Background: an optimization exercise with open tools, aiming at small area, a short achievable clock period and few clock cycles. Do not read the settings as production practice. No functional check of the RTL was part of any run shown here. No activity file was given, so power comes from the tool's default toggle rates.

File: design/flow/design.v
module mag_cmp2 (
    input  wire [30:0] a,
    input  wire [30:0] b,
    output wire [3:0]  p       
);
    assign p = {a[30:15] > b[30:15], a[30:15] < b[30:15],
                a[14:0]  > b[14:0],  a[14:0]  < b[14:0]};
endmodule
module fp_class (
    input  wire [31:0] x,
    output wire [2:0]  c
);
    assign c = {x[31], (x[30:23] == 8'hff) && (x[22:0] != 0), x[30:23] == 8'h00};
endmodule
module fp_gt_s2 (
    input  wire [3:0] p,
    input  wire [2:0] ca,
    input  wire [2:0] cb,
    output wire       a_gt_b,
    output wire       b_gt_a
);
    wire gh = p[3], lh = p[2], gl = p[1], ll = p[0];
    wire mg = gh || (!lh && gl);
    wire ml = lh || (!gh && ll);
    wire sa = ca[2], sb = cb[2];
    wire ok = !ca[1] && !cb[1] && !(ca[0] && cb[0]);
    assign a_gt_b = ok && ((!sa && sb) || (!sa && !sb && mg) || (sa && sb && ml));
    assign b_gt_a = ok && ((sa && !sb) || (!sa && !sb && ml) || (sa && sb && mg));
endmodule
module peak_finder_fp (
    input clk,
    input rst_n,
    output reg [12:0] bram_addr,
    input wire [31:0] bram_data,
    output reg [0:0]  web,
    output wire [6:0] addrb,
    output wire [44:0] dinb,
    input wire [31:0] threshold,
    input wire        start,
    output reg        done
);
    localparam T_NONE = 3'd0, T_BF = 3'd1, T_B1 = 3'd2, T_BM = 3'd3, T_BL = 3'd4,
               T_TS = 3'd5, T_TP = 3'd6, T_FIN = 3'd7;
    localparam S_IDLE = 3'd0, S_BASE = 3'd1, S_RR = 3'd2, S_RRT = 3'd3,
               S_REP = 3'd4, S_FINW = 3'd5;
    localparam D_NB = 2'd0, D_TS = 2'd1, D_LNB = 2'd2, D_BF = 2'd3;
    reg [2:0] st;
    reg [2:0] tA, tB, tC, tD;
    reg [2:0] bc;           
    reg [1:0] cd;           
    reg       fb, m0, pg0;  
    reg       last, phantom;
    reg       rrt_last;
    reg [1:0] dt;           
    reg [6:0] off;          
    reg [12:0] E;           
    reg [31:0] r1;          
    reg [3:0]  pw, pt;      
    reg [2:0]  cp, ct;      
    reg [12:0] widx;
    reg [5:0]  cnt;         
    reg        cand;
    reg        SF;          
    reg [4:0]  S;           
    reg        lastc;       
    reg        PF, PL;      
    reg [4:0]  PS;
    assign addrb = {1'b0, cnt};
    assign dinb  = {widx, r1};
    wire [3:0] pw_n, pt_n;
    mag_cmp2 m1w (.a(bram_data[30:0]), .b(r1[30:0]),        .p(pw_n));
    mag_cmp2 m1t (.a(bram_data[30:0]), .b(threshold[30:0]), .p(pt_n));
    wire [2:0] cw, ct_n;
    fp_class kw (.x(r1), .c(cw));
    fp_class kt (.x(threshold), .c(ct_n));
    wire f_wr, f_rw, f_wt, f_tw;
    fp_gt_s2 c2w (.p(pw), .ca(cw), .cb(cp), .a_gt_b(f_wr), .b_gt_a(f_rw));
    fp_gt_s2 c2t (.p(pt), .ca(cw), .cb(ct), .a_gt_b(f_wt), .b_gt_a(f_tw));
    wire confirm = (tD == T_TS) || ((tD == T_TP) && f_wr);
    wire term    = confirm && (cnt == 6'd34);
    wire bl_issue = (st == S_BASE) && (bc == 3'd1);
    wire op_ok    = (dt == D_TS) ? (cd == 2'd0) :
                    (dt == D_NB || dt == D_LNB) ? (cd != 2'd2) : 1'b1;
    wire rr_go    = (st == S_RR) && op_ok;
    wire xfer     = (tD == T_BF);
    wire pg0_n    = bl_issue ? m0 : pg0;
    wire [4:0] PS_clr = {1'b0, PS[3] & PS[4], PS[2] & (|PS[4:3]),
                         PS[1] & (|PS[4:2]), PS[0] & (|PS[4:1])};
    function [8:0] desc(input f, input [4:0] s, input l, input g0);
        casez ({f, s, l})
            7'b1??????: desc = {D_NB, g0 ? -7'sd59 : -7'sd58};
            7'b01?????: desc = {D_TS, -7'sd58};
            7'b001????: desc = {D_TS, -7'sd57};
            7'b0001???: desc = {D_TS, -7'sd56};
            7'b00001??: desc = {D_TS, -7'sd55};
            7'b000001?: desc = {D_TS, -7'sd54};
            7'b0000001: desc = {D_LNB, -7'sd52};
            default:    desc = {D_BF, 7'sd49};
        endcase
    endfunction
    reg        PF_n, PL_n;
    reg [4:0]  PS_n;
    reg [1:0]  dt_n;
    reg [6:0]  off_n;
    always @(*) begin
        PF_n = PF; PS_n = PS; PL_n = PL;
        dt_n = dt; off_n = off;
        if (xfer) begin
            PF_n = SF; PS_n = S; PL_n = lastc;
            {dt_n, off_n} = desc(SF, S, lastc, pg0_n);
        end else if (rr_go) begin
            case (dt)
                D_NB: begin
                    PF_n = 1'b0;
                    dt_n = desc(1'b0, PS, PL, 1'b0) >> 7;
                    off_n = -7'sd53;
                end
                D_TS: begin
                    PS_n = PS_clr;
                    {dt_n, off_n} = desc(1'b0, PS_clr, PL, 1'b0);
                end
                D_LNB: begin
                    PL_n = 1'b0;
                    dt_n = D_BF;
                    off_n = -7'sd53;
                end
                default: ;
            endcase
        end else if (st == S_RRT) begin
            {dt_n, off_n} = desc(1'b0, PS, PL, 1'b0);
        end
    end
    wire [12:0] rel_addr = E + {{6{off[6]}}, off};
    wire [12:0] inc_addr = bram_addr + 13'd1;
    always @(posedge clk) begin
        r1 <= bram_data;
        pw <= pw_n;
        pt <= pt_n;
        cp <= cw;
        ct <= ct_n;
        PF <= PF_n;
        PS <= PS_n;
        PL <= PL_n;
        pg0 <= pg0_n;
        dt <= dt_n;
        off <= off_n;
        if (cd != 2'd0) cd <= cd - 2'd1;
        if (tB == T_TS || tB == T_TP) widx <= bram_addr;
        if (web) cnt <= cnt + 6'd1;
        case (tD)
            T_BF: begin
                S <= 5'd0;
                cand <= f_wt;
            end
            T_B1: begin
                SF <= cand & f_rw;
                cand <= f_wt & f_wr;
            end
            T_BM: begin
                S <= {S[3:0], cand & f_rw};
                cand <= f_wt & f_wr;
            end
            T_BL: begin
                S <= {S[3:0], cand & f_rw};
                lastc <= f_wt & f_wr;
            end
            default: ;
        endcase
        case (st)
            S_IDLE: begin
                if (start) begin
                    bram_addr <= 13'd899;
                    bc <= 3'd5;
                    fb <= 1'b1; m0 <= 1'b0;
                    last <= 1'b0; phantom <= 1'b0;
                    SF <= 1'b0; S <= 5'd0; lastc <= 1'b0;
                    cnt <= 6'd0;
                end
            end
            S_BASE: begin
                bram_addr <= inc_addr;
                bc <= bc - 3'd1;
                if (bc == 3'd1) begin
                    E <= inc_addr;
                    m0 <= fb;
                    fb <= 1'b0;
                    if (bram_addr == 13'd8164) last <= 1'b1;
                end
            end
            S_RR: begin
                if (op_ok) begin
                    case (dt)
                        D_NB: begin  
                            bram_addr <= rel_addr;
                            rrt_last <= 1'b0;
                        end
                        D_TS: begin
                            bram_addr <= rel_addr;
                            cd <= 2'd2;
                        end
                        D_LNB: begin  
                            bram_addr <= rel_addr;
                            rrt_last <= 1'b1;
                        end
                        default: begin
                            if (!phantom) begin
                                bram_addr <= rel_addr;
                                bc <= 3'd4;
                                if (last) phantom <= 1'b1;
                            end
                        end
                    endcase
                end
            end
            S_RRT: begin
                bram_addr <= rrt_last ? rel_addr : inc_addr;
                cd <= 2'd2;
            end
            default: ;
        endcase
        if (!rst_n) begin
            st <= S_IDLE;
            tA <= T_NONE; tB <= T_NONE; tC <= T_NONE; tD <= T_NONE;
            web <= 1'b0;
            done <= 1'b0;
        end else begin
            tB <= tA;
            tC <= tB;
            tD <= tC;
            web <= confirm && (cnt != 6'd34);
            done <= (tD == T_FIN) || term;
            tA <= T_NONE;
            case (st)
                S_IDLE: begin
                    if (start) begin
                        tA <= T_BF;
                        st <= S_BASE;
                    end
                end
                S_BASE: begin
                    tA <= (bc == 3'd1) ? T_BL : (tA == T_BF) ? T_B1 : T_BM;
                    if (bc == 3'd1) st <= S_RR;
                end
                S_RR: begin
                    if (op_ok) begin
                        case (dt)
                            D_NB:  st <= S_RRT;
                            D_TS: begin
                                tA <= T_TS;
                                st <= S_REP;
                            end
                            D_LNB: st <= S_RRT;
                            default: begin
                                if (phantom) begin
                                    tA <= T_FIN;
                                    st <= S_FINW;
                                end else begin
                                    tA <= T_BF;
                                    st <= S_BASE;
                                end
                            end
                        endcase
                    end
                end
                S_RRT: begin
                    tA <= T_TP;
                    st <= S_REP;
                end
                S_REP: st <= S_RR;
                S_FINW: begin
                    if (tD == T_FIN) st <= S_IDLE;
                end
                default: st <= S_IDLE;
            endcase
            if (term) begin
                st <= S_IDLE;
                tA <= T_NONE; tB <= T_NONE; tC <= T_NONE; tD <= T_NONE;
            end
        end
    end
endmodule
File: design/flow/flow/run.sh
#!/bin/bash
# The standard layout (the standard.sh, standard synthesis unchanged), with
# the port buffers that placement inserts made of sky130_fd_sc_hd__buf_1
# instead of the resizer's default pick. Every port still gets its buffer.
set -euo pipefail
bash standard.sh "BUFFER_PORTS_ARGS=-buffer_cell sky130_fd_sc_hd__buf_1" finish > standard.log 2>&1
File: design/flow/standard.sh
#!/bin/bash
# synth_recipe.tcl (not shown) runs the flow's synth.tcl, then flattens the netlist and writes it again
# the make line also repeats each setting of config.mk as NAME=value (left out here)
make -C /OpenROAD-flow-scripts/flow DESIGN_CONFIG=/design/flow/config.mk WORK_HOME=/design/flow/orfs CLKGATE_MAP_FILE= SYNTH_SCRIPT=/design/flow/synth_recipe.tcl "${@:-finish}"
File: design/flow/config.mk
export PLATFORM = sky130hd
export DESIGN_NAME = peak_finder_fp
export DESIGN_NICKNAME = peak_finder_fp
export VERILOG_FILES = /design/flow/design.v
export SDC_FILE = /design/flow/constraint.sdc
export NUM_CORES = 4
export LEC_CHECK = 0
export CAP_MARGIN = 20
export CORE_MARGIN = 2
export CORE_UTILIZATION = 40
export SLEW_MARGIN = 20
File: design/flow/constraint.sdc
create_clock -name core_clock -period 5.0 [get_ports {clk}]
set_input_delay 1.0000 -clock core_clock [delete_from_list [all_inputs] [get_ports {clk}]]
set_output_delay 1.0000 -clock core_clock [all_outputs]
set_load 0.01 [all_outputs]
==> summary.txt, run 1 <==
* Post-synthesis cell count at between 800 and 900
* Placed instance area at about 8700 µm²
* Startpoint type of the worst setup path: register
* CTS H-tree depth at 4
* Library cells used by synthesis at 77
* Worst Hold Launch: r1[31]
* Min cycle time layout at 2.47 ns
* Dominant cell by count in the synthesized netlist: inv_1
* Antenna violations before repair at 0
* Number of buffers added for setup after CTS at 0
* Max rail drop VDD at between 0.2 and 0.25 mV
* Cell types with the largest area share after synthesis: edfxtp_1, dfxtp_1, ha_1
* Startpoint of the lowest-slack register-to-register path: dt[1]
* Async set-or-reset flop fraction in the synthesized netlist at 0%
* Timing-limited maximum frequency at between 400 and 500 MHz
* Worst hold-check path type: register to register
* Synth cell count leaders: inv_1, ha_1, dfxtp_1
* Pre-Repair DR Iteration Count at 7
* Number of antenna-violating nets in the routed design at 0
* Worst relative slew slack at 41.2%
* Ratio of cells with drive above 1 in the final layout at between 5 and 6%
* Die outline height at between 100 and 150 µm
* Number of DRC violations after detailed-routing iteration 0 at ~420
* Setup Total Neg Slack at 0 ns
* Via-to-Cell Ratio at 5.16
* Top cell type by total area after synthesis: edfxtp_1
* Sum of routed wire length over all layers at ~19000 µm
* Flip-flop cell with the highest count after synthesis: dfxtp_1
* DIE AREA at 21100 µm²
* Pin count of the biggest net entering global routing at 23
* Critical path data arrival time at 2.64 ns
* Total overflow reported by the global router at 0
* Placed wire-length estimate at 14800 µm
* Die boundary width at 145 µm
* Clock slew at the register clock pins of the worst setup and hold paths at 0.06 ns
* Hold EP: cp[2]
* Vias after detailed routing at 6450
* Maximum clock insertion buffer count at 2
* Port Buf Inserts at around 130
* Post-cts repair resize count at 0
* Setup repair after global routing missed its margin: no
* Count of final max-slew check failures at 0
* Count of clock tree sinks at 141
* WL/cell at around 15 µm
* Max Cap Violations at 0
* Yosys warns at 1
* Average instance area after synthesis at about 9.5 µm²
* Library cell used as clock root buffer: clkbuf_16
* Finished Cell Area at between 9000 and 10000 µm²
* Nets in the synthesized netlist at just under 1000
* Total number of placement rows at 51
* Post-synthesis sequential element count at around 140
* Via count of the first global-routing pass at 6232
* Register area share after synthesis at between 40% and 50%
* Detailed-route DRC error count at 0
* Clock latency of the later-clocked register in the worst-skew pair at around 0.43 ns
* Period utilization at about half
* Initial cell density of the core at between 40% and 50%
* Number of top-level design ports at 134
* Static leakage at between 3 and 4 nW
* Number of enable-type register cells in the synthesized netlist at 62
* Number of buffers added by the clock tree synthesis step at 17
* Number of nets in the finished design at around 1100
* Count of inserted antenna diode cells at 0
* Result of the run: complete, no violations
* Final-report setup violation count at 0
* CTS Hold Bufs at 0
* Global placement routability congestion at around 0.87
* Area of the mapped netlist at ~8000 µm²
* Critical Setup Path Class: register to register
* Worst path required time at roughly 5.2 ns
* Hold-critical path depth at 0
* Gr usage total at between 10% and 20%
* Terminus of the critical flop-to-flop path: off[6]
* Final hold violation count at 0
* Largest fanout on the critical path at 8
* Reg2Reg Setup Slack at between 2 and 3 ns
* PwrDens at ~320 nW/µm²
* Global-route wire length before repair at 31500 µm
* CTS tree: yes
* Final Util at 47.8%
* Final Skew at 0.0113 ns
* Path depth of the worst reg2reg path at 8
* Area growth from synthesis to layout at 17.0%
* Proportion of netlist area held by the largest area contributor at 23.4%
* Floorplan Core Area at around 20000 µm²
* Worst Max-Slew Pin Slew at slightly below 0.9 ns
* Setup crit end kind: register
[critical path, cell delays in order (launching register included)]
cell and delay (ns):
edfxtp_1 0.44, inv_1 0.11, ha_1 0.33, inv_1 0.14, a21o_1 0.24, nand2_1 0.22
a21oi_1 0.10, or4_1 0.43, a31o_1 0.22
[report_power, final]
group	total, mW	switching (mW)	internal, mW
sequential	1.31	0.0471	1.26
combinational	0.322	0.189	0.133
clock	1.31	0.503	0.808
[worst max path at each step]
| stage | start | endpoint | slack [ns] | depth (start not counted) |
|---|---|---|---|---|
| after floorplan | start | bram_addr[0] | 2.44 | 4 |
| after global placement | bram_data[20] | pw[3] | 2.33 | 8 |
| after detailed placement | bram_data[20] | pw[3] | 2.19 | 8 |
| after CTS | r1[1] | tC[1] | 2.47 | 6 |
| after global routing | r1[1] | tC[1] | 2.30 | 6 |
| final | dt[1] | off[6] | 2.53 | 8 |
[through the flow]
step	hold slack, ns	power [mW]	setup slack (ns)	cells
2_1_floorplan	0.382	1.54	2.44	842
3_3_place_gp	0.406	1.65	2.33	1217
3_5_place_dp	0.409	1.65	2.19	1217
4_1_cts	0.423	2.97	2.47	1249
5_1_grt	0.445	3.07	2.30	1249
6_report	0.423	2.94	2.53	1249
[metal layers]
layer	share of wire, %	global-route usage, %
met2	46	30.2
met1	47	24.4
met5	0	0
met4	1.7	6.03
met3	5.1	3.84
[area by class of cell]
class	instances	area (µm²)
clock buffers	22	531
clock inverters	10	95.1
fillers	1907	10200
inverters	88	338
multi-input cells	589	4080
flip-flops and latches	141	3440
well taps	265	332
repair buffers	134	510
[kinds of logic (layout without fill, tap and decap cells)]
group / after synthesis / after routing / synth area share, %
AND/OR/NAND/NOR: 275 / 275 / 17.6
AO/OA/AOI/OAI: 195 / 195 / 16.2
flip-flops: 141 / 141 / 43.2
buffers and inverters: 112 / 254 / 5.68
adder cells (fa/ha/maj): 87 / 87 / 13.7
XOR/XNOR: 25 / 25 / 2.75
multiplexers: 6 / 6 / 0.832
other: 1 / 1 / 0.0470
[registers in the layout (all words and copies together), names as in the netlist, 2 cells and up]
| name | flops |
|---|---|
| r1 | 32 |
| E | 13 |
| bram_addr | 13 |
| widx | 13 |
| cnt | 6 |
| off | 6 |
| PS | 5 |
| S | 5 |
| pt | 4 |
| pw | 4 |
| bc | 3 |
| cp | 3 |
| ct | 3 |
| st | 3 |
| tA | 3 |
| tB | 3 |
| tC | 3 |
| tD | 3 |
| cd | 2 |
| dt | 2 |
[placed cells by master (no fill, tap or decap), drive strengths merged, types with 5 or more instances in the layout]
cell / count
buf: 134
inv: 90
ha: 85
dfxtp: 79
nor2: 68
nand2: 67
edfxtp: 62
a21oi: 51
o21ai: 45
nand4: 25
clkbuf: 22
nor3: 20
nand3: 19
o21a: 16
and2: 16
nor4: 15
xor2: 14
nor2b: 14
xnor2: 11
a21o: 11
a211oi: 10
a31oi: 9
o211ai: 8
a221oi: 7
or3: 6
a2111oi: 6
clkinv: 6
nand2b: 5
==> inputs of run 2 (changes only) <==
--- a/design/flow/design.v
+++ b/design/flow/design.v
@@ -78,3 +78,3 @@
     fp_gt_s2 c2t (.p(pt), .ca(cw), .cb(ct), .a_gt_b(f_wt), .b_gt_a(f_tw));
-    wire confirm = (tD == T_TS) || ((tD == T_TP) && f_wr);
+    wire confirm = (tC == T_TS) || ((tD == T_TP) && f_wr);
     wire term    = confirm && (cnt == 6'd34);
@@ -82,3 +82,3 @@
     wire op_ok    = (dt == D_TS) ? (cd == 2'd0) :
-                    (dt == D_NB || dt == D_LNB) ? (cd != 2'd2) : 1'b1;
+                    (dt == D_NB || dt == D_LNB) ? (cd[1] == 1'b0) : 1'b1;
     wire rr_go    = (st == S_RR) && op_ok;
@@ -147,3 +147,3 @@
         if (cd != 2'd0) cd <= cd - 2'd1;
-        if (tB == T_TS || tB == T_TP) widx <= bram_addr;
+        if (tA == T_TS || tB == T_TP) widx <= bram_addr;
         if (web) cnt <= cnt + 6'd1;
@@ -216,3 +216,3 @@
                 bram_addr <= rrt_last ? rel_addr : inc_addr;
-                cd <= 2'd2;
+                cd <= 2'd3;
             end
@@ -247,6 +247,3 @@
                             D_NB:  st <= S_RRT;
-                            D_TS: begin
-                                tA <= T_TS;
-                                st <= S_REP;
-                            end
+                            D_TS: tA <= T_TS;
                             D_LNB: st <= S_RRT;
==> run 2 against run 1 <==
Effect of this change:
- still clean
- clock skew decreased by 0.0025 ns
- critical path depth unchanged
- global-route usage decreased by 0.95 points
- worst setup slack got worse by 0.20 ns
- first-iteration DRC count decreased by 19%
- final cell count decreased by 0.16%
- clock-buffer cell count increased by 2
- flip-flop and latch count unchanged
- sequential power about the same
- via count increased by 0.26%
==> summary.txt, run 2 <==
* Result of the run: complete, no violations
* Global-route wire length before repair at 29800 µm (-5.5%)
* Total number of placement rows at 51 (unchanged)
* Clock latency of the later-clocked register in the worst-skew pair at 0.43 ns (about the same)
* Worst Max-Slew Pin Slew at 0.996 ns (+0.123 ns)
* Pin count of the biggest net entering global routing at 20 (-13%)
* Min cycle time layout at 2.67 ns (+0.200 ns)
* Maximum clock insertion buffer count at 2 (unchanged)
* Period utilization at 53.3% (+4.0 points)
* Post-synthesis cell count at 840 (-0.24%)
* Max rail drop VDD at 0.249 mV (+9.6%)
* Vias after detailed routing at 6467 (+0.26%)
* Commonest non-fill, non-tap cell in the layout: buf_1
* Initial cell density of the core at 40.8% (-0.064 points)
* Static leakage at 3.79 nW (about the same)
* Area of the mapped netlist at 7960 µm² (-0.16%)
* Number of top-level design ports at 134 (unchanged)
* Final Skew at 0.00877 ns (-0.00249 ns)
* Largest fanout on the critical path at 17 (+9)
* Number of antenna-violating nets in the routed design at 0 (unchanged)
* Nets in the synthesized netlist at 992 (-0.30%)
* Critical path data arrival time at 2.84 ns (+0.20 ns)
* Count of inserted antenna diode cells at 0 (unchanged)
* Average instance area after synthesis at 9.48 µm² (about the same)
* Floorplan Core Area at 19500 µm² (unchanged)
* Via count of the first global-routing pass at 6066 (-2.7%)
* Number of nets in the finished design at 1121 (-0.27%)
* WL/cell at 14.8 µm (-2.2%)
* CTS Hold Bufs at 0 (unchanged)
* Port Buf Inserts at 132 (unchanged)
* Total overflow reported by the global router at 0 (unchanged)
* Max Cap Violations at 0 (unchanged)
* Number of buffers added by the clock tree synthesis step at 17 (unchanged)
* Detailed-route DRC error count at 0 (unchanged)
* Placed wire-length estimate at 14300 µm (-3.1%)
* Async set-or-reset flop fraction in the synthesized netlist at 0% (unchanged)
* Final-report setup violation count at 0 (unchanged)
* Startpoint type of the worst setup path: register
* Final hold violation count at 0 (unchanged)
* Number of enable-type register cells in the synthesized netlist at 62 (unchanged)
* Max FFs per register at 32 (unchanged)
* CTS tree: yes
* Top register by number of flip-flops: r1
* Count of clock tree sinks at 141 (unchanged)
* CTS H-tree depth at 4 (unchanged)
* Gr usage total at 17.5% (-0.95 points)
* Proportion of netlist area held by the largest area contributor at 23.4% (+0.037 points)
* Die boundary width at 145 µm (about the same)
* Area growth from synthesis to layout at 16.4%
* Dominant cell by count in the synthesized netlist: inv_1
* Worst hold-check path type: register to register
* Number of DRC violations after detailed-routing iteration 0 at 337 (-19%)
* Synth cell count leaders: inv_1, ha_1, dfxtp_1
* Cell types with the largest area share after synthesis: edfxtp_1, dfxtp_1, ha_1
* Worst relative slew slack at 33.3% (-8.0 points)
* Critical Setup Path Class: register to register
* Final Util at 47.4% (-0.32 points)
* Setup repair after global routing missed its margin: no
* Die outline height at 145 µm (about the same)
* Filler instances at 1911 (+0.21%)
* Number of buffers added for setup after CTS at 0 (unchanged)
* Register area share after synthesis at 43.3% (+0.068 points)
* Clock slew at the register clock pins of the worst setup and hold paths at 0.06 ns (about the same)
* Post-Place Setup Slack at 2.34 ns (+0.155 ns)
* DIE AREA at 21000 µm² (-0.15%)
* Worst path required time at 5.18 ns (about the same)
* Setup Total Neg Slack at 0 ns (unchanged)
* Crit path setup slack, layout at 2.33 ns (-0.200 ns)
* Yosys warns at 1 (unchanged)
* Top cell type by total area after synthesis: edfxtp_1
* Sum of routed wire length over all layers at 18400 µm (-2.4%)
* Commonest non-fill, non-tap cells in the layout: buf_1, inv_1, ha_1
* Library cell used as clock root buffer: clkbuf_16
* Timing-limited maximum frequency at 375 MHz (-7.5%)
* Post-synthesis sequential element count at 141 (unchanged)
* Ratio of cells with drive above 1 in the final layout at 5.30% (-0.29 points)
* Count of final max-slew check failures at 0 (unchanged)
* Flip-flop cell with the highest count after synthesis: dfxtp_1
* PwrDens at 309 nW/µm² (-1.8%)
* Pre-Repair DR Iteration Count at 5 (-2)
* Library cells used by synthesis at 71 (-7.8%)
* Antenna violations before repair at 0 (unchanged)
* Via-to-Cell Ratio at 5.19 (+0.42%)
* Global placement routability congestion at 0.839 (-3.5%)
* Setup crit end kind: register
* Post-cts repair resize count at 0 (unchanged)
* Power, Total at 2.87 mW (-2.5%)
==> run 2: cell types whose count changed after synthesis, moves of 5 or more <==
cell	before	now
a21oi_1	51	45
o21ai_0	41	60
nor2_1	68	58
buf_2	1	6
nand2_1	66	58
a211o_1	1	7
==> run 2: cell families after synthesis <==
group / count (synthesis) / synth area share, %
XOR/XNOR: 26 / 2.86
flip-flops: 141 / 43.3
other: 1 / 0.0471
AO/OA/AOI/OAI: 209 / 17.4
multiplexers: 6 / 0.817
buffers and inverters: 118 / 6.00
adder cells (fa/ha/maj): 86 / 13.6
AND/OR/NAND/NOR: 253 / 16.1
==> run 2: through the flow <==
step	cell area, µm²	cells	hold WS (ns)
global route	9270	1247	0.463
detailed placement	8690	1215	0.420
global placement	8690	1215	0.421
floorplan	7960	840	0.382
finish	9270	1247	0.423
CTS	9270	1247	0.429
==> run 2: critical path, cell delays in order, from the launching register on <==
cell and delay [ns]:
edfxtp_1 0.40, inv_1 0.08, ha_1 0.27, or2_1 0.32, a21oi_2 0.21, and2_1 0.51, nand2_1 0.14, a211o_1 0.28
a22o_1 0.21
==> run 2: per-layer routing <==
metal	GRT usage [%]	wire length, µm	vias to the layer above	part of all wire (%)
li1	-	-	3301	-
met1	23.1	8720	2976	47
met2	28.7	8540	164	46
met3	3.65	854	26	4.6
met4	5.69	310	0	1.7
met5	0	0	-	0
==> run 2: final cells by class <==
cell class	instances	area, µm²	area share, %
clock buffers	24	524	5.66
clock inverters	8	52.6	0.567
inverters	91	342	3.69
multi-input cells	581	4040	43.6
flip-flops and latches	141	3440	37.2
well taps	265	332	3.58
repair buffers	137	533	5.75
==> run 2: power by group <==
group          internal [mW]  switching, mW
Clock                  0.733          0.481
Sequential              1.27         0.0517
Combinational          0.137          0.197
Total                   2.14          0.729
==> run 2: worst paths after layout <==
kind / slack (ns) / start / end / cells after the start
worst max-delay path: 2.33 / dt[0] / dt[0] / 8
worst min register to register: 0.42 / tC[1] / tD[1] / 2
worst max register to register: 2.33 / dt[0] / dt[0] / 8
worst min-delay path: 0.42 / tC[1] / tD[1] / 2
==> inputs of run 3 (changes only) <==
--- a/design/flow/config.mk
+++ b/design/flow/config.mk
@@ -10,2 +10,3 @@
 export CORE_UTILIZATION = 40
+export SETUP_SLACK_MARGIN = 2.8
 export SLEW_MARGIN = 20
==> run 3 against run 2 <==
Effect of this change:
- synthesized cell count unchanged
- routed wire length grew 1.5%
- largest cell class unchanged
- via count up 1.1%
- critical endpoint is now off[0]
- die area unchanged
- highest routed layer unchanged
- final cell count up 1.1%
- power rose by 8.4%
==> summary.txt, run 3 <==
* CTS tree: yes
* Global-route wire length before repair at 29800 µm (-0.16%)
* Number of buffers added by the clock tree synthesis step at 17 (unchanged)
* Synth cell count leaders: inv_1, ha_1, dfxtp_1
* Max Cap Violations at 0 (unchanged)
* Startpoint type of the worst setup path: register
* Library cells used by synthesis at 71 (unchanged)
* Floorplan Core Area at 19500 µm² (unchanged)
* Proportion of netlist area held by the largest area contributor at 23.4% (unchanged)
* Top register by number of flip-flops: r1
* Period utilization at 43.3% (-10 points)
* Library cell used as clock root buffer: clkbuf_16
* Setup Total Neg Slack at 0 ns (unchanged)
* Total overflow reported by the global router at 0 (unchanged)
* Area growth from synthesis to layout at 22.1%
* Max FFs per register at 32 (unchanged)
* Pin count of the biggest net entering global routing at 20 (unchanged)
* Total number of placement rows at 51 (unchanged)
* Detailed-route DRC error count at 0 (unchanged)
* DIE AREA at 21000 µm² (unchanged)
* Global placement routability congestion at 0.892 (+6.4%)
* Antenna violations before repair at 1 (+1)
* Vias after detailed routing at 6536 (+1.1%)
* Commonest non-fill, non-tap cells in the layout: buf_1, inv_1, dfxtp_1
* Worst Max-Slew Pin Slew at 0.881 ns (-0.115 ns)
* WL/cell at 14.8 µm (+0.37%)
* Commonest non-fill, non-tap cell in the layout: buf_1
* Critical path startpoint: bc[1]
* Max rail drop VDD at 0.216 mV (-13%)
* Nets in the synthesized netlist at 992 (unchanged)
* Via-to-Cell Ratio at 5.18 (about the same)
* Worst Hold Launch: tC[1]
* Critical path data arrival time at 2.33 ns (-0.51 ns)
* Async set-or-reset flop fraction in the synthesized netlist at 0% (unchanged)
* Gr usage total at 17.4% (-0.037 points)
* Timing-limited maximum frequency at 462 MHz (+23%)
* Largest fanout on the critical path at 4 (-13)
* Port Buf Inserts at 132 (unchanged)
* Initial cell density of the core at 40.8% (unchanged)
* Final Util at 49.8% (+2.3 points)
* Die boundary width at 145 µm (unchanged)
* Final-report setup violation count at 0 (unchanged)
* Number of nets in the finished design at 1134 (+1.2%)
* Min cycle time layout at 2.16 ns (-0.504 ns)
* Dominant cell by count in the synthesized netlist: inv_1
* Number of antenna-violating nets in the routed design at 0 (unchanged)
* Static leakage at 3.92 nW (+3.4%)
* Via count of the first global-routing pass at 6124 (+0.96%)
* Worst relative slew slack at 41.0% (+7.7 points)
* Final Skew at 0.00835 ns (-0.000420 ns)
* Yosys warns at 1 (unchanged)
* Die outline height at 145 µm (unchanged)
* Post-synthesis sequential element count at 141 (unchanged)
* Startpoint of the lowest-slack register-to-register path: bc[1]
* Count of clock tree sinks at 141 (unchanged)
* Critical Setup Path Class: register to register
* Final hold violation count at 0 (unchanged)
* PwrDens at 320 nW/µm² (+3.3%)
* Setup crit end kind: register
* Area of the mapped netlist at 7960 µm² (unchanged)
* Count of final max-slew check failures at 0 (unchanged)
* Clock latency of the later-clocked register in the worst-skew pair at 0.42 ns (about the same)
* Average instance area after synthesis at 9.48 µm² (unchanged)
* Register area share after synthesis at 43.3% (unchanged)
* Setup repair after global routing missed its margin: yes
* Clock slew at the register clock pins of the worst setup and hold paths at 0.06 ns (about the same)
* CTS H-tree depth at 4 (unchanged)
* Top cell type by total area after synthesis: edfxtp_1
* Worst path required time at 5.16 ns (-0.02 ns)
* Post-Route Hold Slack at 0.434 ns (+0.0101 ns)
* Placed wire-length estimate at 14200 µm (-0.85%)
* Post-synthesis cell count at 840 (unchanged)
* Sum of routed wire length over all layers at 18700 µm (+1.5%)
* Maximum clock insertion buffer count at 2 (unchanged)
* Result of the run: complete, no violations
* Flip-flop cell with the highest count after synthesis: dfxtp_1
* Number of top-level design ports at 134 (unchanged)
* Number of enable-type register cells in the synthesized netlist at 62 (unchanged)
* Number of DRC violations after detailed-routing iteration 0 at 295 (-12%)
* Worst hold-check path type: register to register
* Ratio of cells with drive above 1 in the final layout at 10.9% (+5.6 points)
* Pre-Repair DR Iteration Count at 5 (unchanged)
* Cell types with the largest area share after synthesis: edfxtp_1, dfxtp_1, ha_1
-- run 3: cell counts after synthesis --
No cell type changed its count.
-- run 3: where the power goes --
| group | switching [mW] | total, mW | internal [mW] |
|---|---|---|---|
| registers | 0.0544 | 1.32 | 1.27 |
| logic | 0.205 | 0.354 | 0.149 |
| clock network | 0.493 | 1.43 | 0.937 |
| total | 0.753 | 3.11 | 2.35 |
-- run 3: logic make-up after synthesis --
family / after synthesis / share of synthesized area, %
XOR/XNOR: 26 / 2.86
other: 1 / 0.0471
adder cells (fa/ha/maj): 86 / 13.6
multiplexers: 6 / 0.817
AO/OA/AOI/OAI: 209 / 17.4
flip-flops: 141 / 43.3
buffers and inverters: 118 / 6.00
AND/OR/NAND/NOR: 253 / 16.1
-- run 3: metal layers --
layer  vias to the layer above  GRT usage (%)  wire length [µm]  part of all wire, %
li1                       3330              -                 -                    -
met1                      3013           21.9              8450                   45
met2                       171           30.0              9020                   48
met3                        22           4.47               990                  5.3
met4                         0           4.36               240                  1.3
met5                         -              0                 0                    0
-- run 3: through the flow --
step                      worst slack [ns]  cell area (µm²)  cells  power, mW
after global placement                2.34             8770   1213       1.68
after floorplan                       2.73             8050    840       1.56
final                                 2.84             9720   1261       3.11
after CTS                             2.78             9530   1253       3.13
after global routing                  2.76             9720   1260       3.23
after detailed placement              2.32             8770   1213       1.68
-- run 3: path summary, 6_finish.rpt --
path              slack, ns  cells past startpoint  endpoint
hold / removal         0.43                      2     tD[1]
setup reg to reg       2.84                      7    off[0]
setup / recovery       2.84                      7    off[0]
hold reg to reg        0.43                      2     tD[1]
-- run 3: critical path: stages, from the launching register on --
cell	delay, ns
edfxtp_1	0.38
inv_2	0.07
ha_2	0.18
nand2b_4	0.07
or3_4	0.37
mux2_4	0.35
a211o_1	0.29
o21a_1	0.21
-- run 3: area by class of cell --
cell class                      instances  area [µm²]
Timing Repair Buffer                  150         647
Clock buffer                           18         429
Clock inverter                         14         239
Multi-Input combinational cell        581        4260
Fill cell                            1876        9800
Antenna cell                            1        2.50
Tap cell                              265         332
Inverter                               91         367
Sequential cell                       141        3450
-- run 3: repair_timing --
item | in CTS | in global routing
pin swaps | 3 | 9
setup buffers | 8 | 7
hold buffers | 0 | 0
gates resized for setup | 14 | 32
endpoints found under the setup margin | 42 | 39
==> inputs of run 4 (changes only) <==
--- a/design/flow/config.mk
+++ b/design/flow/config.mk
@@ -10,3 +10,3 @@
 export CORE_UTILIZATION = 40
-export SETUP_SLACK_MARGIN = 2.8
+export SETUP_SLACK_MARGIN = 3.0
 export SLEW_MARGIN = 20
==> run 4 against run 3 <==
Effect of this change:
- still clean
- die area did not move
- final cell count rose by 3.3%
- clock-buffer cell count is 2 higher
- sequential share of layout area shrank 2.4 points
- sequential power about the same
- flip-flop and latch count stayed put
- critical path type unchanged
==> summary.txt, run 4 <==
* Startpoint type of the worst setup path: register
* Ratio of cells with drive above 1 in the final layout at 25.5% (+15 points)
* Number of antenna-violating nets in the routed design at 0 (unchanged)
* Maximum clock insertion buffer count at 2 (unchanged)
* Total number of placement rows at 51 (unchanged)
* Average instance area after synthesis at 9.48 µm² (unchanged)
* Pre-Repair DR Iteration Count at 4 (-1)
* Sum of buffers and inverters on the critical path at 1 (unchanged)
* Die boundary width at 145 µm (unchanged)
* Flip-flop cell with the highest count after synthesis: dfxtp_1
* Crit path setup slack, layout at 2.84 ns (+0.00421 ns)
* Critical path data arrival time at 2.33 ns (about the same)
* Largest fanout on the critical path at 3 (-1)
* Min cycle time layout at 2.16 ns (-0.00421 ns)
* Port Buf Inserts at 132 (unchanged)
* Critical path, cell by cell: ha_2 -> inv_2 -> fa_2 -> nor2b_2 -> o31a_1 -> o211ai_1 -> and4b_1 -> a31oi_1 -> o21ai_1
* Number of top-level design ports at 134 (unchanged)
* Antenna violations before repair at 0 (-1)
* Critical Setup Path Class: register to register
* Async set-or-reset flop fraction in the synthesized netlist at 0% (unchanged)
* Gr usage total at 19.0% (+1.6 points)
* Number of nets in the finished design at 1176 (+3.7%)
* WL/cell at 15.7 µm (+5.9%)
* PwrDens at 291 nW/µm² (-8.9%)
* Post-route non-filler standard cell count at 1302 (+3.3%)
* Max rail drop VDD at 0.242 mV (+12%)
* Final Skew at 0.0107 ns (+0.00235 ns)
* Count of inserted antenna diode cells at 0 (-1)
* Worst Max-Slew Pin Slew at 0.655 ns (-0.225 ns)
* Power, Total at 3.08 mW (-1.0%)
* Static leakage at 4.29 nW (+9.2%)
* Period utilization at 43.2% (-0.084 points)
* Count of final max-slew check failures at 0 (unchanged)
* Placed Cells at 1214 (+0.082%)
* Final-report setup violation count at 0 (unchanged)
* Area growth from synthesis to layout at 32.7%
* Post-Place Setup Slack at 2.32 ns (-0.00190 ns)
* Via count of the first global-routing pass at 6559 (+7.1%)
* Area of the mapped netlist at 7960 µm² (unchanged)
* Global-route wire length before repair at 32600 µm (+9.5%)
* Proportion of netlist area held by the largest area contributor at 23.4% (unchanged)
* Sum of routed wire length over all layers at 20400 µm (+9.3%)
* Slowest Stage Delay on Critical Path at 0.36 ns (-0.02 ns)
* CTS tree: yes
* Worst path required time at 5.17 ns (about the same)
* Max FFs per register at 32 (unchanged)
* Clock slew at the register clock pins of the worst setup and hold paths at 0.06 ns (about the same)
* Worst relative slew slack at 56.2% (+15 points)
* Reg2Reg Setup Slack at 2.84 ns (about the same)
* Setup crit end kind: register
* Via-to-Cell Ratio at 5.28 (+1.9%)
* Commonest non-fill, non-tap cell in the layout: buf_1
* Number of buffers added by the clock tree synthesis step at 17 (unchanged)
* Worst path slowest cell: edfxtp_1
* Nets in the synthesized netlist at 992 (unchanged)
* Setup repair after global routing missed its margin: yes
* Number of enable-type register cells in the synthesized netlist at 62 (unchanged)
* Library cells used by synthesis at 71 (unchanged)
* DIE AREA at 21000 µm² (unchanged)
* Dominant cell by count in the synthesized netlist: inv_1
* Pin count of the biggest net entering global routing at 20 (unchanged)
* Max Cap Violations at 0 (unchanged)
* Detailed-route DRC error count at 0 (unchanged)
* Worst path top cell family by delay: compound AO/OA/AOI/OAI gates
* Top register by number of flip-flops: r1
* Worst hold-check path type: register to register
* CTS H-tree depth at 4 (unchanged)
* Initial cell density of the core at 40.8% (unchanged)
* Commonest non-fill, non-tap cells in the layout: buf_1, inv_1, edfxtp_1
* Number of DRC violations after detailed-routing iteration 0 at 353 (+20%)
* Cell types with the largest area share after synthesis: edfxtp_1, dfxtp_1, ha_1
* Setup Total Neg Slack at 0 ns (unchanged)
* Total overflow reported by the global router at 0 (unchanged)
* Yosys warns at 1 (unchanged)
* Timing-limited maximum frequency at 463 MHz (+0.19%)
* Result of the run: complete, no violations
* Vias after detailed routing at 6876 (+5.2%)
* Post-synthesis cell count at 840 (unchanged)
* Synth cell count leaders: inv_1, ha_1, dfxtp_1
* Post-synthesis sequential element count at 141 (unchanged)
* Floorplan Core Area at 19500 µm² (unchanged)
* Global placement routability congestion at 0.824 (-7.7%)
* Die outline height at 145 µm (unchanged)
* Count of clock tree sinks at 141 (unchanged)
* Register area share after synthesis at 43.3% (unchanged)
* Clock latency of the later-clocked register in the worst-skew pair at 0.43 ns (about the same)
* Library cell used as clock root buffer: clkbuf_16
* Top cell type by total area after synthesis: edfxtp_1
* Placed wire-length estimate at 14700 µm (+3.5%)
* Final hold violation count at 0 (unchanged)
[run 4: cell type report]
type / count / area (µm²)
multi-input cells: 582 / 4680
inverters: 91 / 373
repair buffers: 191 / 1090
clock inverters: 12 / 143
fillers: 1801 / 8960
flip-flops and latches: 141 / 3480
clock buffers: 20 / 468
well taps: 265 / 332
[run 4: repair_timing]
action                     in CTS  in global routing
cloned                          2                  0
hold buffers                    0                  0
setup endpoints to repair     101                110
resized for setup              74                104
hold endpoints to repair        0                  0
setup buffers                  40                 14
pin swaps                      21                 33
[run 4: final timing paths]
check | startpoint | endpoint | cells after the start
worst max register to register | E[0] | bram_addr[8] | 9
worst min-delay path | r1[31] | cp[2] | 0
worst min register to register | r1[31] | cp[2] | 0
worst max-delay path | E[0] | bram_addr[8] | 9
[run 4: metal layers]
| metal | global-route usage [%] | part of all wire [%] | up-vias |
|---|---|---|---|
| li1 | - | - | 3420 |
| met1 | 25.0 | 46 | 3236 |
| met2 | 31.3 | 48 | 193 |
| met3 | 4.09 | 4.9 | 27 |
| met4 | 6.23 | 1.4 | 0 |
| met5 | 0 | 0 | - |
[run 4: report_power, final]
part | total (mW) | leakage (nW) | switching, mW | internal (mW)
registers | 1.31 | 1.23 | 0.0451 | 1.27
clock network | 1.31 | 0.298 | 0.490 | 0.821
logic | 0.451 | 2.76 | 0.246 | 0.205
total | 3.08 | 4.29 | 0.781 | 2.29
[run 4: per-stage QoR]
step	instance area [µm²]	hold WS, ns	util, %
6_report	10600	0.417	54.1
2_1_floorplan	8240	0.382	-
5_1_grt	10600	0.428	54.1
3_3_place_gp	8950	0.422	45.8
3_5_place_dp	8950	0.426	45.8
4_1_cts	10100	0.414	52.0
[run 4: cells by family (layout without fill, tap and decap cells)]
group,after synthesis,count (layout),synth area share (%)
AO/OA/AOI/OAI,209,209,17.4
XOR/XNOR,26,26,2.86
adder cells (fa/ha/maj),86,86,13.6
buffers and inverters,118,314,6.00
flip-flops,141,141,43.3
multiplexers,6,6,0.817
other,1,1,0.0471
AND/OR/NAND/NOR,253,254,16.1
==> inputs of run 5 (changes only) <==
--- a/design/flow/config.mk
+++ b/design/flow/config.mk
@@ -10,3 +10,3 @@
 export CORE_UTILIZATION = 40
-export SETUP_SLACK_MARGIN = 3.0
+export SETUP_SLACK_MARGIN = 3.2
 export SLEW_MARGIN = 20
==> run 5 against run 4 <==
Effect of this change:
- clock power shrank 8%
- worst setup slack gained 0.038 ns
- power grew 0.14%
- synthesized cell count is the same
- register-to-register slack gained 0.04 ns
- critical path type unchanged
- largest cell class unchanged
==> summary.txt, run 5 <==
* Flip-flop cell with the highest count after synthesis: dfxtp_1
* Xor and xnor fraction of the mapped netlist area at 2.86% (unchanged)
* Global-route met2 utilization at 35.9% (+4.5 points)
* Average instance area after synthesis at 9.48 µm² (unchanged)
* Die outline height at 145 µm (unchanged)
* Arithmetic-cell share of the synthesized area counting full adders, half adders and majority gates at 13.6% (unchanged)
* Clock slew at the register clock pins of the worst setup and hold paths at 0.06 ns (about the same)
* Simple-Gate Fraction of Synth Area at 16.1% (unchanged)
* Post-Place Setup Slack at 2.32 ns (-0.00204 ns)
* Pre-Repair DR Iteration Count at 5 (+1)
* Count of clock tree sinks at 141 (unchanged)
* Finished Cell Area at 11800 µm² (+12%)
* Result of the run: complete, no violations
* DIE AREA at 21000 µm² (unchanged)
* Max Cap Violations at 0 (unchanged)
* Count of final max-slew check failures at 0 (unchanged)
* Clock latency of the later-clocked register in the worst-skew pair at 0.43 ns (about the same)
* Synth cell count leaders: inv_1, ha_1, dfxtp_1
* Register area share after synthesis at 43.3% (unchanged)
* Post-synthesis cell count at 840 (unchanged)
* Library cell used as clock root buffer: clkbuf_16
* Worst path top cell family by delay: compound AO/OA/AOI/OAI gates
* Top cell type by total area after synthesis: edfxtp_1
* Met3 routing resource usage after global routing at 3.90% (-0.19 points)
* Final-report setup violation count at 0 (unchanged)
* Final hold violation count at 0 (unchanged)
* Maximum clock insertion buffer count at 2 (unchanged)
* Number of DRC violations after detailed-routing iteration 0 at 347 (-1.7%)
* Number of nets in the finished design at 1222 (+3.9%)
* Via count of the first global-routing pass at 7169 (+9.3%)
* Global placement routability congestion at 0.830 (+0.80%)
* Timing-limited maximum frequency at 471 MHz (+1.8%)
* Commonest non-fill, non-tap cell in the layout: buf_4
* Post-route non-filler standard cell count at 1347 (+3.5%)
* Filler instances at 1637 (-9.1%)
* Max FFs per register at 32 (unchanged)
* Setup crit end kind: register
* Setup Total Neg Slack at 0 ns (unchanged)
* WL/cell at 16.6 µm (+5.6%)
* Area growth from synthesis to layout at 48.6%
* Pin count of the biggest net entering global routing at 20 (unchanged)
* Post-synthesis sequential element count at 141 (unchanged)
* Top register by number of flip-flops: r1
* Max rail drop VDD at 0.249 mV (+2.9%)
* Worst relative slew slack at 57.0% (+0.87 points)
* Dominant cell by count in the synthesized netlist: inv_1
* Number of buffers added by the clock tree synthesis step at 17 (unchanged)
* Area of the mapped netlist at 7960 µm² (unchanged)
* Crit path setup slack, layout at 2.88 ns (+0.0380 ns)
* CTS tree: yes
* Placed instance area at 9070 µm² (+1.3%)
* Worst Max-Slew Pin Slew at 0.642 ns (-0.0131 ns)
* Slowest Stage Delay on Critical Path at 0.43 ns (+0.07 ns)
* Floorplan Core Area at 19500 µm² (unchanged)
* Met1 usage in global routing at 25.1% (+0.085 points)
* Count of inserted antenna diode cells at 0 (unchanged)
* Ratio of cells with drive above 1 in the final layout at 39.6% (+14 points)
* Post-Route Hold Slack at 0.434 ns (+0.0168 ns)
* Total number of placement rows at 51 (unchanged)
* Critical path data arrival time at 2.31 ns (-0.02 ns)
* Min cycle time layout at 2.12 ns (-0.0380 ns)
* Async set-or-reset flop fraction in the synthesized netlist at 0% (unchanged)
* Largest family of logic cells by synthesized area: compound AO/OA/AOI/OAI gates
* Worst path slowest cell: edfxtp_1
* Sum of routed wire length over all layers at 22300 µm (+9.2%)
* Most Crowded Layer GR: met2
* Largest fanout on the critical path at 5 (+2)
* Library cells used by synthesis at 71 (unchanged)
* Number of top-level design ports at 134 (unchanged)
* Die boundary width at 145 µm (unchanged)
* Mux share of post-synthesis cell area at 0.817% (unchanged)
* Placed Cells at 1214 (unchanged)
* Port Buf Inserts at 132 (unchanged)
* Critical Setup Path Class: register to register
* Final Skew at 0.00996 ns (-0.000736 ns)
* Detailed-route DRC error count at 0 (unchanged)
* PwrDens at 260 nW/µm² (-11%)
* Number of antenna-violating nets in the routed design at 0 (unchanged)
* Worst path required time at 5.18 ns (about the same)
* Placed wire-length estimate at 14800 µm (+0.50%)
* Global-route wire length before repair at 35000 µm (+7.5%)
* Yosys warns at 1 (unchanged)
* Critical path, cell by cell: inv_2 -> ha_4 -> or2_4 -> a21oi_4 -> and2_4 -> nand2_2 -> a211o_1 -> a22o_1
* Initial cell density of the core at 40.8% (unchanged)
* Antenna violations before repair at 0 (unchanged)
* Vias after detailed routing at 7144 (+3.9%)
* Gr usage total at 20.5% (+1.4 points)
* Via-to-Cell Ratio at 5.30 (+0.43%)
* Setup repair after global routing missed its margin: yes
* Period utilization at 42.4% (-0.76 points)
* Complex-gate fraction of the synthesized area at 17.4% (unchanged)
* Static leakage at 4.81 nW (+12%)
* Proportion of netlist area held by the largest area contributor at 23.4% (unchanged)
* Nets in the synthesized netlist at 992 (unchanged)
* Number of enable-type register cells in the synthesized netlist at 62 (unchanged)
* CTS H-tree depth at 4 (unchanged)
* Startpoint type of the worst setup path: register
* Total overflow reported by the global router at 0 (unchanged)
* Commonest non-fill, non-tap cells in the layout: buf_4, inv_1, buf_6
* Sum of buffers and inverters on the critical path at 1 (unchanged)
* Cell types with the largest area share after synthesis: edfxtp_1, dfxtp_1, ha_1
* Worst hold-check path type: register to register
run 5: cell counts after synthesis:
No cell type changed its count.
run 5: cell families (layout without fill, tap and decap cells):
| group | after synthesis | in the layout |
|---|---|---|
| AND/OR/NAND/NOR | 253 | 254 |
| AO/OA/AOI/OAI | 209 | 209 |
| other | 1 | 1 |
| XOR/XNOR | 26 | 26 |
| adder cells (fa/ha/maj) | 86 | 86 |
| flip-flops | 141 | 141 |
| buffers and inverters | 118 | 359 |
| multiplexers | 6 | 6 |
run 5: cell type report:
type / count / area [µm²] / share of cell area [%]
flip-flops and latches: 141 / 3540 / 29.9
repair buffers: 237 / 1890 / 16.0
clock buffers: 23 / 512 / 4.32
well taps: 265 / 332 / 2.80
clock inverters: 8 / 53.8 / 0.455
multi-input cells: 582 / 5140 / 43.4
inverters: 91 / 373 / 3.15
run 5: repair_timing:
item / CTS / global route
hold buffers: 0 / 0
setup endpoints to repair: 165 / 165
gates resized for setup: 268 / 111
pin swaps: 82 / 43
gates cloned: 1 / 1
setup buffers: 73 / 27
run 5: routing by layer:
| metal | vias to the layer above | share of wire, % |
|---|---|---|
| met5 | - | 0 |
| met4 | 0 | 2.1 |
| met3 | 35 | 3.8 |
| met2 | 183 | 51 |
| met1 | 3410 | 43 |
| li1 | 3516 | - |
run 5: worst reg2reg max path, stage by stage (launching register included):
cell and delay [ns]:
edfxtp_1 0.43, inv_2 0.09, ha_4 0.17, or2_4 0.24
a21oi_4 0.21, and2_4 0.24, nand2_2 0.07, a211o_1 0.22
a22o_1 0.21
run 5: worst paths after layout:
check	cells past startpoint	slack, ns	startpoint	end
worst max-delay path	8	2.88	dt[1]	dt[0]
worst min register to register	2	0.43	tC[1]	tD[1]
worst min-delay path	2	0.43	tC[1]	tD[1]
worst max register to register	8	2.88	dt[1]	dt[0]
run 5: power by group:
part / switching [mW] / leakage, nW / total (mW) / internal (mW)
registers: 0.0458 / 1.24 / 1.31 / 1.26
logic: 0.281 / 3.29 / 0.559 / 0.278
clock network: 0.491 / 0.283 / 1.21 / 0.719
run 5: through the flow:
step / util (%) / total power, mW
3_5_place_dp: 46.4 / 1.71
5_1_grt: 60.6 / 3.20
2_1_floorplan: - / 1.57
4_1_cts: 57.3 / 3.03
6_report: 60.6 / 3.08
3_3_place_gp: 46.4 / 1.70
==> inputs of run 6 (changes only) <==
--- a/design/flow/design.v
+++ b/design/flow/design.v
@@ -49,3 +49,3 @@
     reg [2:0] bc;           
-    reg [1:0] cd;           
+    reg [2:0] cd;           
     reg       fb, m0, pg0;  
@@ -81,4 +81,4 @@
     wire bl_issue = (st == S_BASE) && (bc == 3'd1);
-    wire op_ok    = (dt == D_TS) ? (cd == 2'd0) :
-                    (dt == D_NB || dt == D_LNB) ? (cd[1] == 1'b0) : 1'b1;
+    wire op_ok    = (dt == D_TS) ? !cd[0] :
+                    (dt == D_NB || dt == D_LNB) ? !cd[1] : 1'b1;
     wire rr_go    = (st == S_RR) && op_ok;
@@ -146,3 +146,3 @@
         off <= off_n;
-        if (cd != 2'd0) cd <= cd - 2'd1;
+        cd <= {1'b0, cd[2:1]};
         if (tA == T_TS || tB == T_TP) widx <= bram_addr;
@@ -198,3 +198,3 @@
                             bram_addr <= rel_addr;
-                            cd <= 2'd2;
+                            cd <= 3'b011;
                         end
@@ -216,3 +216,3 @@
                 bram_addr <= rrt_last ? rel_addr : inc_addr;
-                cd <= 2'd3;
+                cd <= 3'b111;
             end
@@ -226,7 +226,13 @@
         end else begin
-            tB <= tA;
-            tC <= tB;
-            tD <= tC;
+            if (st == S_IDLE) begin
+                tB <= T_NONE;
+                tC <= T_NONE;
+                tD <= T_NONE;
+            end else begin
+                tB <= tA;
+                tC <= tB;
+                tD <= tC;
+            end
             web <= confirm && (cnt != 6'd34);
-            done <= (tD == T_FIN) || term;
+            done <= ((st == S_FINW) && (tD == T_FIN)) || term;
             tA <= T_NONE;
@@ -273,3 +279,3 @@
                 st <= S_IDLE;
-                tA <= T_NONE; tB <= T_NONE; tC <= T_NONE; tD <= T_NONE;
+                tA <= T_NONE;
             end
--- a/design/flow/config.mk
+++ b/design/flow/config.mk
@@ -10,3 +10,3 @@
 export CORE_UTILIZATION = 40
-export SETUP_SLACK_MARGIN = 3.2
+export SETUP_SLACK_MARGIN = 2.8
 export SLEW_MARGIN = 20
==> run 6 against run 5 <==
Effect of this change:
- hold slack got worse by 0.016 ns
- maximum frequency decreased by 2.3%
- critical path depth increased by 2
- clock-buffer cell count decreased by 4
- first-iteration DRC count decreased by 0.58%
- clock skew increased by 0.0021 ns
- register-to-register slack got worse by 0.05 ns
- sequential share of layout area increased by 6.6 points
- combinational power increased by 110%
- sequential power increased by about 30%
- clock power about the same
- core utilization decreased by 12 points
- largest power group unchanged
==> summary.txt, run 6 <==
* Net Sw Frac at 34.6% (+8.1 points)
* Pin count of the biggest net entering global routing at 20 (unchanged)
* Net Switching at 1.42 mW (+74%)
* Setup repair after global routing missed its margin: yes
* Worst path required time at 5.18 ns (about the same)
* Max FFs per register at 32 (unchanged)
* CTS tree: yes
* Count of final max-slew check failures at 0 (unchanged)
* Number of buffers added by the clock tree synthesis step at 17 (unchanged)
* Floorplan Core Area at 19400 µm² (-0.65%)
* Startpoint type of the worst setup path: register
* Top cell type by total area after synthesis: edfxtp_1
* Commonest non-fill, non-tap cells in the layout: buf_1, inv_1, ha_1
* Post-Place Setup Slack at 2.37 ns (+0.0527 ns)
* Flip-flop cell with the highest count after synthesis: dfxtp_1
* Average instance area after synthesis at 9.56 µm² (+0.89%)
* Final hold violation count at 0 (unchanged)
* Ratio of cells with drive above 1 in the final layout at 9.19% (-30 points)
* CTS Hold Bufs at 0 (unchanged)
* Antenna violations before repair at 0 (unchanged)
* Number of nets in the finished design at 1118 (-8.5%)
* Top register by number of flip-flops: r1
* Die outline height at 145 µm (-0.33%)
* DIE AREA at 20900 µm² (-0.66%)
* Period utilization at 43.4% (+1.0 points)
* Library cells used by synthesis at 73 (+2.8%)
* Total number of placement rows at 51 (unchanged)
* Library cell used as clock root buffer: clkbuf_16
* Max rail drop VDD at 0.239 mV (-4.1%)
* Critical Setup Path Class: register to register
* Crit path setup slack, layout at 2.83 ns (-0.0507 ns)
* Post-synthesis sequential element count at 142 (+0.71%)
* Sum of routed wire length over all layers at 18600 µm (-17%)
* Result of the run: complete, no violations
* Via count of the first global-routing pass at 6260 (-13%)
* Yosys warns at 1 (unchanged)
* Area of combinational cells with multiple inputs at 4230 µm² (-18%)
* Number of enable-type register cells in the synthesized netlist at 62 (unchanged)
* Worst path slowest cell: edfxtp_1
* Number of top-level design ports at 134 (unchanged)
* Clock slew at the register clock pins of the worst setup and hold paths at 0.06 ns (about the same)
* Dominant cell by count in the synthesized netlist: ha_1
* Seq pwr share at 41.4% (-1.1 points)
* Via-to-Cell Ratio at 5.21 (-1.7%)
* Largest fanout on the critical path at 3 (-2)
* Fraction of power consumed by combinational cells at 28.8% (+11 points)
* Max Cap Violations at 0 (unchanged)
* Area growth from synthesis to layout at 20.4%
* Nets in the synthesized netlist at 979 (-1.3%)
* Async set-or-reset flop fraction in the synthesized netlist at 0% (unchanged)
* Die boundary width at 145 µm (-0.33%)
* Placed wire-length estimate at 14400 µm (-2.1%)
* WL/cell at 15.0 µm (-9.6%)
* Internal power consumption at 2.68 mW (+19%)
* PwrDens at 431 nW/µm² (+66%)
* Critical path data arrival time at 2.35 ns (+0.04 ns)
* Synth cell count leaders: ha_1, inv_1, dfxtp_1
* Count of inserted antenna diode cells at 0 (unchanged)
* Register area share after synthesis at 43.8% (+0.55 points)
* Port Buf Inserts at 132 (unchanged)
* Setup Total Neg Slack at 0 ns (unchanged)
* Min cycle time layout at 2.17 ns (+0.0507 ns)
* Number of antenna-violating nets in the routed design at 0 (unchanged)
* Worst path top cell family by delay: compound AO/OA/AOI/OAI gates
* Final-report setup violation count at 0 (unchanged)
* Sum of buffers and inverters on the critical path at 2 (+1)
* Slowest Stage Delay on Critical Path at 0.38 ns (-0.05 ns)
* Filler instances at 1881 (+15%)
* Vias after detailed routing at 6484 (-9.2%)
* Count of clock tree sinks at 142 (+0.71%)
* Commonest non-fill, non-tap cell in the layout: buf_1
* CTS H-tree depth at 4 (unchanged)
* Gr usage total at 18.5% (-1.9 points)
* Worst hold-check path type: register to register
* Clk network pwr share at 29.8% (-9.5 points)
* Initial cell density of the core at 40.8% (about the same)
* Cell types with the largest area share after synthesis: edfxtp_1, dfxtp_1, ha_1
* Final Skew at 0.0121 ns (+0.00214 ns)
* Global placement routability congestion at 0.850 (+2.3%)
* Detailed-route DRC error count at 0 (unchanged)
* Timing-limited maximum frequency at 460 MHz (-2.3%)
* Critical path, cell by cell: ha_2 -> inv_2 -> fa_2 -> nand2b_4 -> a21oi_4 -> o41a_1 -> buf_4 -> xor2_2 -> o22ai_2 -> nand2b_1
* Area of the mapped netlist at 7910 µm² (-0.68%)
* Static leakage at 3.90 nW (-19%)
* Worst Max-Slew Pin Slew at 0.670 ns (+0.0282 ns)
* Proportion of netlist area held by the largest area contributor at 23.5% (+0.16 points)
* Worst relative slew slack at 55.0% (-2.1 points)
* Maximum clock insertion buffer count at 2 (unchanged)
* Post-synthesis cell count at 827 (-1.5%)
* Global-route wire length before repair at 30400 µm (-13%)
* Total overflow reported by the global router at 0 (unchanged)
* Pre-Repair DR Iteration Count at 4 (-1)
* Clock latency of the later-clocked register in the worst-skew pair at 0.42 ns (about the same)
* Register cell area after layout at 3470 µm² (-1.9%)
* Setup crit end kind: register
* Number of DRC violations after detailed-routing iteration 0 at 345 (-0.58%)
[run 6: cell types whose count changed in the layout (fill, tap and decap cells not counted), sizes merged, moves of 5 or more]
| cell | change |
|---|---|
| a2111oi | -6 |
| buf | -69 |
| clkbuf | -28 |
| nand2 | +5 |
| nand2b | +8 |
| nor2 | -8 |
| o21ai | -21 |
| o22ai | +7 |
[run 6: layout make-up]
type	count	area share [%]
clock inverters	13	1.06
flip-flops and latches	142	36.5
inverters	84	3.31
well taps	265	3.48
multi-input cells	577	44.4
repair buffers	144	6.28
clock buffers	19	4.99
[run 6: logic make-up (layout without fill, tap and decap cells)]
| group | Yosys count | after routing | synth area share [%] |
|---|---|---|---|
| AO/OA/AOI/OAI | 194 | 194 | 16.4 |
| multiplexers | 7 | 7 | 0.981 |
| other | 1 | 1 | 0.0474 |
| buffers and inverters | 108 | 260 | 5.25 |
| adder cells (fa/ha/maj) | 86 | 86 | 13.7 |
| flip-flops | 142 | 142 | 43.8 |
| AND/OR/NAND/NOR | 264 | 264 | 17.1 |
| XOR/XNOR | 25 | 25 | 2.77 |
[run 6: worst paths after layout]
kind	start	slack [ns]	to	cells past startpoint
worst min register to register	cd[2]	0.42	cd[1]	1
worst min-delay path	cd[2]	0.42	cd[1]	1
worst max register to register	E[0]	2.83	bram_addr[8]	10
worst max-delay path	E[0]	2.83	bram_addr[8]	10
[run 6: metrics by stage]
step | cell area [µm²] | instances | power (mW) | hold slack (ns) | util [%]
floorplan | 7950 | 827 | 2.42 | 0.382 | -
global placement | 8700 | 1203 | 2.77 | 0.392 | 44.9
detailed placement | 8700 | 1203 | 2.78 | 0.394 | 44.9
CTS | 9390 | 1240 | 4.07 | 0.418 | 48.4
global route | 9520 | 1244 | 4.35 | 0.454 | 49.1
finish | 9520 | 1244 | 4.10 | 0.418 | 49.1
[run 6: power groups by stage]
stage | clock network, mW | logic (mW) | registers [mW]
3_3_place_gp | 0 | 1.06 | 1.71
6_report | 1.22 | 1.18 | 1.70
5_1_grt | 1.29 | 1.33 | 1.73
2_1_floorplan | 0 | 0.775 | 1.65
4_1_cts | 1.25 | 1.13 | 1.69
3_5_place_dp | 0 | 1.07 | 1.71
[run 6: layer usage]
metal | part of all wire, % | vias to the layer above | wire (µm) | global-route usage, %
li1 | - | 3291 | - | -
met1 | 47 | 3009 | 8720 | 24.0
met2 | 47 | 163 | 8710 | 30.7
met3 | 4.7 | 21 | 872 | 3.84
met4 | 1.9 | 0 | 345 | 6.59
met5 | 0 | - | 0 | 0
[run 6: what timing repair did]
action / CTS / global route
setup endpoints to repair: 46 / 42
resized for setup: 18 / 19
buffers inserted: 5 / 4
endpoints found under the hold margin: 0 / 0
pin swaps: 11 / 7
cloned: 0 / 0
==> inputs of run 7 (changes only) <==
--- a/design/flow/config.mk
+++ b/design/flow/config.mk
@@ -10,3 +10,3 @@
 export CORE_UTILIZATION = 40
-export SETUP_SLACK_MARGIN = 2.8
+export SETUP_SLACK_MARGIN = 3.0
 export SLEW_MARGIN = 20
==> run 7 against run 6 <==
Effect of this change:
- still clean on timing, DRC and antenna
- power up 13%
- clock power up 9.8%
- core utilization up 5.3 points
- die area unchanged
- maximum frequency down 2.9%
- critical path depth down 1
- sequential share of layout area down 3.2 points
- largest cell class unchanged
- largest power group is now combinational logic
==> summary.txt, run 7 <==
* Filler instances at 1817 (-3.4%)
* Global-route wire length before repair at 33600 µm (+10%)
* Count of inserted antenna diode cells at 0 (unchanged)
* Setup crit end kind: register
* Timing-limited maximum frequency at 447 MHz (-2.9%)
* Worst Max-Slew Pin Slew at 0.898 ns (+0.228 ns)
* Area of the mapped netlist at 7910 µm² (unchanged)
* Die boundary width at 145 µm (unchanged)
* Number of DRC violations after detailed-routing iteration 0 at 287 (-17%)
* Worst path required time at 5.17 ns (about the same)
* Clock latency of the later-clocked register in the worst-skew pair at 0.43 ns (about the same)
* Max rail drop VDD at 0.306 mV (+28%)
* Detailed-route DRC error count at 0 (unchanged)
* Period utilization at 44.7% (+1.3 points)
* Yosys warns at 1 (unchanged)
* Setup Total Neg Slack at 0 ns (unchanged)
* Max FFs per register at 32 (unchanged)
* Synth cell count leaders: ha_1, inv_1, dfxtp_1
* Placed Cells at 1202 (-0.083%)
* Commonest non-fill, non-tap cells in the layout: inv_1, buf_1, edfxtp_1, ha_1, clkbuf_2
* Number of enable-type register cells in the synthesized netlist at 62 (unchanged)
* Area of combinational cells with multiple inputs at 4640 µm² (+9.9%)
* Post-synthesis cell count at 827 (unchanged)
* Initial cell density of the core at 40.8% (unchanged)
* Number of buffers added by the clock tree synthesis step at 17 (unchanged)
* Worst path slowest cell: edfxtp_1
* Gr usage total at 20.7% (+2.2 points)
* Largest fanout on the critical path at 3 (unchanged)
* Min cycle time layout at 2.24 ns (+0.0644 ns)
* Proportion of netlist area held by the largest area contributor at 23.5% (unchanged)
* CTS H-tree depth at 4 (unchanged)
* Cell types with the largest area share after synthesis: edfxtp_1, dfxtp_1, ha_1
* Dominant cell by count in the synthesized netlist: ha_1
* Startpoint type of the worst setup path: register
* Critical Setup Path Class: register to register
* Result of the run: complete, no violations
* Total number of placement rows at 51 (unchanged)
* Pre-Repair DR Iteration Count at 4 (unchanged)
* Post-synthesis sequential element count at 142 (unchanged)
* Library cells used by synthesis at 73 (unchanged)
* Via count of the first global-routing pass at 6596 (+5.4%)
* Register area share after synthesis at 43.8% (unchanged)
* Die outline height at 145 µm (unchanged)
* Static leakage at 4.41 nW (+13%)
* Worst hold-check path type: register to register
* Final-report setup violation count at 0 (unchanged)
* Sum of routed wire length over all layers at 21100 µm (+13%)
* Count of final max-slew check failures at 0 (unchanged)
* Clock slew at the register clock pins of the worst setup and hold paths at 0.06 ns (about the same)
* Number of antenna-violating nets in the routed design at 0 (unchanged)
* Async set-or-reset flop fraction in the synthesized netlist at 0% (unchanged)
* Antenna violations before repair at 0 (unchanged)
* Average instance area after synthesis at 9.56 µm² (unchanged)
* Count of clock tree sinks at 142 (unchanged)
* Critical path data arrival time at 2.40 ns (+0.05 ns)
* Top register by number of flip-flops: r1
* Register cell area after layout at 3510 µm² (+1.2%)
* Port Buf Inserts at 132 (unchanged)
* DIE AREA at 20900 µm² (unchanged)
* Via-to-Cell Ratio at 5.24 (+0.54%)
* Power, Total at 4.62 mW (+13%)
* Library cell used as clock root buffer: clkbuf_16
* CTS tree: yes
* Pin count of the biggest net entering global routing at 20 (unchanged)
* Number of top-level design ports at 134 (unchanged)
* Flip-flop cell with the highest count after synthesis: dfxtp_1
* Max Cap Violations at 0 (unchanged)
* Maximum clock insertion buffer count at 2 (unchanged)
* Floorplan Core Area at 19400 µm² (unchanged)
* Nets in the synthesized netlist at 979 (unchanged)
* PwrDens at 438 nW/µm² (+1.5%)
* Global placement routability congestion at 0.862 (+1.4%)
* Top cell type by total area after synthesis: edfxtp_1
* Area growth from synthesis to layout at 33.5%
* Post-route non-filler standard cell count at 1291 (+3.8%)
* WL/cell at 16.3 µm (+9.0%)
* Vias after detailed routing at 6765 (+4.3%)
* Commonest non-fill, non-tap cell in the layout: inv_1
* Total overflow reported by the global router at 0 (unchanged)
* Critical path, cell by cell: ha_2 -> inv_2 -> fa_2 -> nand2b_4 -> a21oi_4 -> o41a_1 -> a311oi_2 -> xnor2_1 -> o21ai_1
* Worst relative slew slack at 39.8% (-15 points)
* Post-Route Hold Slack at 0.401 ns (-0.0170 ns)
* Ratio of cells with drive above 1 in the final layout at 28.5% (+19 points)
* Final hold violation count at 0 (unchanged)
* Slowest Stage Delay on Critical Path at 0.39 ns (about the same)
* Setup repair after global routing missed its margin: yes
* Number of nets in the finished design at 1165 (+4.2%)
* Final Skew at 0.0111 ns (-0.00103 ns)
* Placed wire-length estimate at 15200 µm (+5.5%)
-- run 7: cell types whose count changed in the layout (fill, tap and decap cells not counted), sizes merged --
cell	delta
buf	-6
bufinv	+4
clkbuf	+51
clkinv	+1
clkinvlp	+2
inv	-5
-- run 7: cell type report --
cell class                      instances  share of cell area, %
Clock buffer                           17                   4.03
Clock inverter                         15                   1.84
Inverter                               84                   3.34
Timing Repair Buffer                  191                   10.4
Tap cell                              265                   3.14
Multi-Input combinational cell        577                   44.0
Sequential cell                       142                   33.3
-- run 7: power breakdown --
part / internal [mW] / switching, mW
Combinational: 0.752 / 0.911
Clock: 0.832 / 0.511
Sequential: 1.49 / 0.123
-- run 7: stage by stage --
step	setup WS, ns	area (µm²)	util, %
after floorplan	2.87	8220	-
after global placement	2.46	8950	46.1
after detailed placement	2.42	8950	46.1
after CTS	2.71	10100	52.2
after global routing	2.71	10600	54.4
final	2.76	10600	54.4
-- run 7: metal layers --
| metal | wire [µm] | track usage, % | vias to the layer above |
|---|---|---|---|
| met1 | 9400 | 26.0 | 3183 |
| met5 | 0 | 0 | - |
| met2 | 10400 | 35.2 | 156 |
| li1 | - | - | 3397 |
| met3 | 909 | 5.46 | 29 |
| met4 | 384 | 5.88 | 0 |
-- run 7: worst paths after layout --
check / start / endpoint / slack [ns] / cells past startpoint
setup / recovery: E[0] / bram_addr[12] / 2.76 / 9
hold / removal: r1[31] / cp[2] / 0.40 / 0
setup reg to reg: E[0] / bram_addr[12] / 2.76 / 9
hold reg to reg: r1[31] / cp[2] / 0.40 / 0
-- run 7: cells by family after synthesis --
group,count (synthesis),share of synthesized area (%)
compound gates,194,16.4
xor+xnor,25,2.77
fa+ha+maj,86,13.7
buf+inv,108,5.25
flops,142,43.8
mux,7,0.981
other cells,1,0.0474
simple gates,264,17.1
-- run 7: critical path, delay by kind of cell, from the launching register on --
family / cells / cell delay, ns
AO/OA/AOI/OAI: 4 / 0.81
adder cells (fa/ha/maj): 2 / 0.41
flip-flops: 1 / 0.39
XOR/XNOR: 1 / 0.17
AND/OR/NAND/NOR: 1 / 0.14
buffers and inverters: 1 / 0.06
-- run 7: timing repair --
item,in CTS,in global routing
hold buffers,0,0
endpoints found under the setup margin,100,106
pin swaps,23,35
gates resized for setup,60,127
buffers inserted,45,11
cloned,1,0

Re-timed with assumed drivers on the ports (clkbuf_16 on the clock, buf_2 on other inputs), run 7 has 2.764 ns of setup slack against 2.764 ns with ideal ports, and 2.539 ns once port delays also move by the mid clock arrival of 0.472 ns.
